What follows belongs to an exercise in optimizing a design on an open flow for small area; a production flow would make more cautious choices.
The RTL was checked by simulation tests, not by an equivalence proof against the original design.
Power figures rest on the tool's default switching activity, not on a simulated workload.

### flow/run.sh
#!/bin/bash
# synth_recipe.tcl (not shown) runs the flow's synth.tcl, then flattens the netlist and writes it again
# the make line also repeats each setting of config.mk as NAME=value (left out here)
make -C /OpenROAD-flow-scripts/flow DESIGN_CONFIG=/design/flow/config.mk WORK_HOME=/design/flow/orfs CLKGATE_MAP_FILE= SYNTH_SCRIPT=/design/flow/synth_recipe.tcl finish
### flow/config.mk
export PLATFORM = sky130hd
export DESIGN_NAME = main
export DESIGN_NICKNAME = main
export VERILOG_FILES = /design/flow/design.v
export SDC_FILE = /design/flow/constraint.sdc
export NUM_CORES = 4
export LEC_CHECK = 0
export CAP_MARGIN = 20
export CORE_MARGIN = 2
export CORE_UTILIZATION = 40
export SLEW_MARGIN = 20
### flow/constraint.sdc
create_clock -name core_clock -period 20.0 [get_ports {clk}]
set_input_delay 4.0000 -clock core_clock [delete_from_list [all_inputs] [get_ports {clk}]]
set_output_delay 4.0000 -clock core_clock [all_outputs]
set_load 0.01 [all_outputs]
### flow/design.v
module motor_driver (
    input wire clk,
    input wire rst,
    input wire fwd_in,
    input wire bwd_in,
    input wire left_in,
    input wire right_in,
    input wire stop_in,
    input wire ld_left,
    input wire ld_right,
    output reg [3:0] m1_out,   
    output reg [3:0] m2_out,   
    output reg [2:0] state
);
  localparam STOP = 0, FORWARD = 1, BACKWARD = 2, LEFT = 3, RIGHT = 4;
  always @(posedge clk) begin
    if (rst == 1) begin
      state <= STOP;
    end else if (stop_in == 1) begin
      state <= STOP;
    end else if (fwd_in == 1) begin
      if (ld_left == 1) begin
        state <= RIGHT;
      end else if (ld_right == 1) begin
        state <= LEFT;
      end else begin
        state <= FORWARD;
      end
    end else if (bwd_in == 1) begin
      state <= BACKWARD;
    end else if (right_in == 1) begin
      state <= RIGHT;
    end else if (left_in == 1) begin
      state <= LEFT;
    end else begin
      state <= STOP;
    end
  end
  localparam M_FWD = 4'b1010;
  localparam M_BWD = 4'b0101;
  localparam M_STOP = 4'b0000;
  always @(state) begin
    case (state)
      FORWARD: begin
        m1_out = M_FWD;
        m2_out = M_FWD;
      end
      BACKWARD: begin
        m1_out = M_BWD;
        m2_out = M_BWD;
      end
      LEFT: begin
        m1_out = M_STOP;
        m2_out = M_FWD;
      end
      RIGHT: begin
        m1_out = M_FWD;
        m2_out = M_STOP;
      end
      STOP: begin
        m1_out = M_STOP;
        m2_out = M_STOP;
      end
      default: begin
        m1_out = M_STOP;
        m2_out = M_STOP;
      end
    endcase
  end
endmodule
module parking_sensor (
    input  wire clk,
    input  wire rst,
    input  wire mode,
    input  wire echo,
    output reg  trig,
    output reg  signal
);
  localparam PS_MODE_STOP = 0, PS_MODE_BEEP = 1;
  localparam CLK_FREQ = 500000;
  localparam CYCLES_PER_CM = 29;
  localparam DIST_CONST = 10 * CYCLES_PER_CM;
  localparam DIST_FAST = 15 * CYCLES_PER_CM;
  localparam DIST_SLOW = 20 * CYCLES_PER_CM;
  localparam DIST_STOP = 30 * CYCLES_PER_CM;
  localparam TIME_1S = CLK_FREQ;
  localparam TIME_500MS = CLK_FREQ / 2;
  localparam TIME_250MS = CLK_FREQ / 4;
  localparam TIME_125MS = CLK_FREQ / 8;
  localparam TIME_DETECT = TIME_125MS;
  localparam TIME_HOLD = 2 * TIME_1S;
  localparam TIME_COOLDOWN = 5 * TIME_1S;
  reg [21:0] trig_timer;
  reg [21:0] echo_width;
  reg [21:0] last_dist;
  reg [27:0] toggle_timer;
  reg detectable;
  always @(posedge clk) begin
   if (rst) begin
    trig_timer <= 0;
    echo_width <= 0;
    last_dist <= 0;
    toggle_timer <= 0;
    detectable <= 1;
    trig <= 0;
    signal <= 0;
   end else begin
    if (trig_timer < CLK_FREQ * 2 / 25) trig_timer <= trig_timer + 1;
    else trig_timer <= 0;
    trig <= (trig_timer > 0 && trig_timer < CLK_FREQ / 100000);
    if (echo == 1) echo_width <= echo_width + 1;
    else if (echo == 0 && echo_width > 0) begin
      last_dist  <= echo_width;
      echo_width <= 0;
    end
    if (toggle_timer < CLK_FREQ) toggle_timer <= toggle_timer + 1;
    else toggle_timer <= 0;
    if (mode == PS_MODE_STOP) begin
      if (detectable == 1) begin
        if (last_dist > DIST_STOP || last_dist == 0) begin
          signal <= 0;
          toggle_timer <= 0;
        end else begin
          if (signal == 0) begin
            if (toggle_timer > TIME_DETECT) begin
              signal <= 1;
              toggle_timer <= 0;
            end else begin
              toggle_timer <= toggle_timer + 1;
            end
          end else begin
            if (toggle_timer > TIME_HOLD) begin
              signal <= 0;
              detectable <= 0;
              toggle_timer <= 0;
            end else begin
              toggle_timer <= toggle_timer + 1;
            end
          end
        end
      end else begin
        if (toggle_timer > TIME_COOLDOWN) begin
          detectable   <= 1;
          toggle_timer <= 0;
        end else begin
          toggle_timer <= toggle_timer + 1;
        end
      end
    end else if (mode == PS_MODE_BEEP) begin
      if (last_dist > DIST_SLOW || last_dist == 0) begin
        signal <= 0;
      end else if (last_dist > DIST_FAST) begin
        signal <= (toggle_timer < TIME_500MS) ? 1 : 0;
      end else if (last_dist > DIST_CONST) begin
        signal <= (toggle_timer % (TIME_250MS * 2) < TIME_250MS) ? 1 : 0;
      end else begin
        signal <= 1;
      end
    end else begin
      signal <= 0;
    end
   end
  end
endmodule
module main (
    input wire clk,
    input wire rst,
    input wire fwd_in,
    input wire bwd_in,
    input wire left_in,
    input wire right_in,
    input wire stoplight_in,
    input wire stopsign_in,
    input wire failsafe_in,
    output wire [3:0] m1_out,
    output wire [3:0] m2_out,
    output wire [2:0] md_state,
    input  wire echo_fwd,
    output wire trig_fwd,
    input  wire echo_bwd1,
    output wire trig_bwd1,
    input  wire echo_bwd2,
    output wire trig_bwd2,
    output wire beep_bwd1,
    output wire beep_bwd2,
    input  wire buzzer_in,
    output wire buzzer,
    input wire ld_left,
    input wire ld_right
);
  localparam PS_MODE_STOP = 0, PS_MODE_BEEP = 1;
  wire ps_mode_fwd = PS_MODE_STOP;
  wire ps_mode_bwd1 = PS_MODE_BEEP;
  wire ps_mode_bwd2 = PS_MODE_BEEP;
  wire stop_in, ps_signal_fwd, ps_signal_bwd1, ps_signal_bwd2;
  assign stop_in = stopsign_in | stoplight_in | failsafe_in | ps_signal_fwd;
  assign buzzer  = buzzer_in | ps_signal_fwd;
  assign beep_bwd1 = ps_signal_bwd1;
  assign beep_bwd2 = ps_signal_bwd2;
  motor_driver md (
      .clk(clk),
      .rst(rst),
      .fwd_in(fwd_in),
      .bwd_in(bwd_in),
      .left_in(left_in),
      .right_in(right_in),
      .stop_in(stop_in),
      .ld_left(ld_left),
      .ld_right(ld_right),
      .m1_out(m1_out),
      .m2_out(m2_out),
      .state(md_state)
  );
  parking_sensor ps_fwd (
      .clk(clk),
      .rst(rst),
      .echo(echo_fwd),
      .trig(trig_fwd),
      .mode(ps_mode_fwd),
      .signal(ps_signal_fwd)
  );
  parking_sensor ps_bwd1 (
      .clk(clk),
      .rst(rst),
      .echo(echo_bwd1),
      .trig(trig_bwd1),
      .mode(ps_mode_bwd1),
      .signal(ps_signal_bwd1)
  );
  parking_sensor ps_bwd2 (
      .clk(clk),
      .rst(rst),
      .echo(echo_bwd2),
      .trig(trig_bwd2),
      .mode(ps_mode_bwd2),
      .signal(ps_signal_bwd2)
  );
endmodule
==> run summary <==
power breakdown:
part / total [mW] / internal (mW) / switching (mW) / leakage (nW)
registers: 0.595 / 0.588 / 0.00703 / 2.37
logic: 2.56 / 0.935 / 1.62 / 5.54
clock network: 0.647 / 0.385 / 0.262 / 0.571
total: 3.80 / 1.91 / 1.89 / 8.48
area by class of cell:
cell class	count	area [um2]	share of cell area (%)
Sequential cell	292	5850	23.0
Clock buffer	51	1020	4.00
Multi-Input combinational cell	2745	16800	66.1
Timing Repair Buffer	44	405	1.59
Tap cell	765	957	3.76
Inverter	65	244	0.959
Clock inverter	13	168	0.659
metrics by stage:
| stage | utilization [%] | total power, mW | hold slack (ns) | setup slack (ns) | std cells |
|---|---|---|---|---|---|
| 2_1_floorplan | - | 2.65 | 0.426 | 7.84 | 3256 |
| 3_3_place_gp | 42.0 | 3.12 | 0.441 | 5.37 | 3911 |
| 3_5_place_dp | 42.0 | 3.10 | 0.448 | 5.08 | 3911 |
| 4_1_cts | 44.0 | 3.78 | 0.457 | 5.04 | 3975 |
| 5_1_grt | 44.0 | 4.11 | 0.469 | 3.34 | 3975 |
| 6_report | 44.0 | 3.80 | 0.455 | 4.75 | 3975 |
layer usage:
layer / GRT usage [%] / vias up
met2: 31.5 / 510
met4: 4.30 / 0
met3: 2.22 / 74
li1: - / 11810
met1: 28.2 / 10749
met5: 0 / -
critical path, delay by kind of cell, from the launching register on:
family          cells  cell delay (ns)
compound gates     24             9.39
simple gates       14             4.00
mux                 2             0.56
flops               1             0.50
fa+ha+maj           1             0.37
xor+xnor            1             0.36
cell usage after synthesis (17+ instances only):
library cell / count
o21ai_0: 130
clkbuf_1: 119
nand4_1: 47
o211ai_1: 45
o31ai_1: 32
or2_2: 43
and2_1: 34
or4_1: 21
a31oi_1: 37
ha_1: 21
a211oi_1: 31
nor2b_1: 18
and4_1: 17
and3_1: 53
a21oi_1: 239
nor3_1: 99
or3_1: 41
o21ai_1: 24
o21a_1: 38
nand3_1: 174
nand2b_1: 23
inv_1: 59
nor2_1: 400
nor4_1: 62
maj3_1: 19
dfxtp_1: 292
a21o_1: 34
xor2_1: 80
o31a_1: 17
mux2i_1: 35
xnor2_1: 129
o22ai_1: 20
nand2_1: 371
cell families (layout without fill, tap and decap cells):
group           Yosys count  after routing  share of synthesized area, %
flops                   292            292                          25.0
buf+inv                 219            173                          3.81
other cells               1             42                        0.0160
xor+xnor                212            212                          8.03
compound gates          923            923                          28.0
mux                      51             51                          2.32
simple gates           1475           1475                          30.8
fa+ha+maj                42             42                          2.03
how the worst max path moves through the flow:
stage	end	depth (start not counted)	slack [ns]	startpoint
final	ps_bwd1.signal$_SDFF_PP0_	42	4.75	ps_bwd1.toggle_timer[15]$_SDFF_PP0_
after global routing	ps_bwd1.signal$_SDFF_PP0_	42	3.34	ps_bwd1.toggle_timer[15]$_SDFF_PP0_
after CTS	ps_bwd1.signal$_SDFF_PP0_	42	5.04	ps_bwd1.toggle_timer[15]$_SDFF_PP0_
after detailed placement	ps_bwd1.signal$_SDFF_PP0_	42	5.08	ps_bwd1.toggle_timer[15]$_SDFF_PP0_
after global placement	ps_bwd1.signal$_SDFF_PP0_	42	5.37	ps_bwd1.toggle_timer[15]$_SDFF_PP0_
after floorplan	ps_bwd2.signal$_SDFF_PP0_	48	7.84	ps_bwd2.toggle_timer[0]$_SDFF_PP0_
==> results.cfg <==
[route]
dr.max_layer_used = met4
antenna_left = 0
wl_per_cell_um = 15.4
drt-initial-drc-count = 1727
num_vias = 23143
dr_wl_met3_mm = 2.59
wl_mm = 61.2
first_pass_iters = 6
viasPerCell = 5.82
drc_errors = 0
wl_met1_mm = 30.5
dr_wl_met2_mm = 27.2

[critical_path]
rr_startpoint = ps_bwd1.toggle_timer[15]$_SDFF_PP0_
reg2reg_to = ps_bwd1.signal$_SDFF_PP0_
startpoint_type = register
critPathArrivalTime_ns = 15.73
endpoint_kind = register
critPathMaxFanout = 18
r2r_cells = 42
slowest_stage = a21oi_1
r2r_slack_ns = 4.75
critPathKind = register to register
worstPathRequired_ns = 20.48
critPathMaxStageDelay_ns = 0.82

[cts]
cts_resized = 0
cts.clk_slew.worst_paths_ns = 0.06
clock_latency_ns = 0.55
cts-root-buf = clkbuf_16
clockBufferDepth = 3
clock_sinks = 292
cts_setup_buffers = 0
hold_buffers = 0
cts_buffers = 36
htreeDepth = 2
cts_tree = built

[timing]
finClkSkew_ns = 0.0141
maxSlewViolCount = 0
rsz0062_at_grt = false
fin_crit_sh_pct = 76.3
relSlewSlack_pct = 31.0
worst_pin_slew_ns = 1.03
hold_viol_final = 0
fin_crit_ns = 15.25
tns_ns = 0
setup_violations = 0
fmax_ghz = 0.0656

[global_route]
first_global_vias = 20683
grt_usage_pct = 19.7
grt_max_degree = 65
grt_pass1_wl_mm = 103
antenna_found_initial = 0
grt-ovfl-total = 0

[final_layout]
area_growth_syn_to_layout_pct = 8.79
fin_area_mm2 = 0.0254
drive_above_1_share_pct = 6.51
insertedDiodeCount = 0
num-fill-cells = 5932
nets = 3220
top_regs = ps_bwd1.toggle_timer (28), ps_bwd2.toggle_timer (28), ps_fwd.toggle_timer (28)
final_cell_mix = nor2_1, nand2_1, dfxtp_1, a21oi_1, nand3_1
final_common_cell = nor2_1

[job]
drv_cap = 0

[die]
coreArea_mm2 = 0.0578
start_util_pct = 40.5
die_h_um = 246
fp-row-count = 88
ios = 32
die_area_mm2 = 0.0604
die_w_um = 246

[place]
gp_congestion = 0.885
dpl.hpwl_mm = 45.0
port_buffers = 31
place_area_mm2 = 0.0243

[min_path]
min_to = ps_bwd2.last_dist[13]$_SDFFE_PP0P_
hold_start = ps_bwd2.last_dist[13]$_SDFFE_PP0P_
hold_path_depth = 2
min-delay-path-class = register to register

[power_and_ir_drop]
peakVddDrop_v = 0.000132
p_leak_nw = 8.48
powerDensity_mw_per_mm2 = 149

[outcome]
status = finished clean

[yosys]
synthFlopType = dfxtp_1
yosys.area.top_type = dfxtp_1
synth_cell_types = 135
synthCells = 3215
ys_seq_area_share_pct = 25.0
yosysTopAreaCellShare_pct = 25.0
yosysWarnings = 2
synthTopCellsByArea = dfxtp_1, nor2_1, nand2_1, a21oi_1, xnor2_1
synthArstFlopShare_pct = 0
syn_area_mm2 = 0.0234
ys_seq_elements = 292
avgSynthCellArea_um2 = 7.28
synth_edf_count = 0

## re-timing with driven ports
In the flow no input, the clock included, has a driving cell. The finished layout below was timed again as built, in two steps. Step 1, drivers: a clkbuf_16 drives clk and a buf_2 each remaining input, both assumed. Step 2 also shifts input and output timing later by t, the mid clock arrival at the registers, as if the neighbouring blocks saw the same clock. Three values: ideal ports, drivers, drivers and shift; two values: the first two.
shift t [ns]: 0.601
slack for setup (ns): 4.749 / 4.749 / 4.749
worst setup path at the end: register to register
slew at the worst register clock pin (ns): 0.06 / 0.06
pins driven straight from the clock port: 1
After both steps this run still meets setup and hold. For this run, drivers alone change the setup slack by 0.000 ns; drivers and shift together by 0.000 ns.
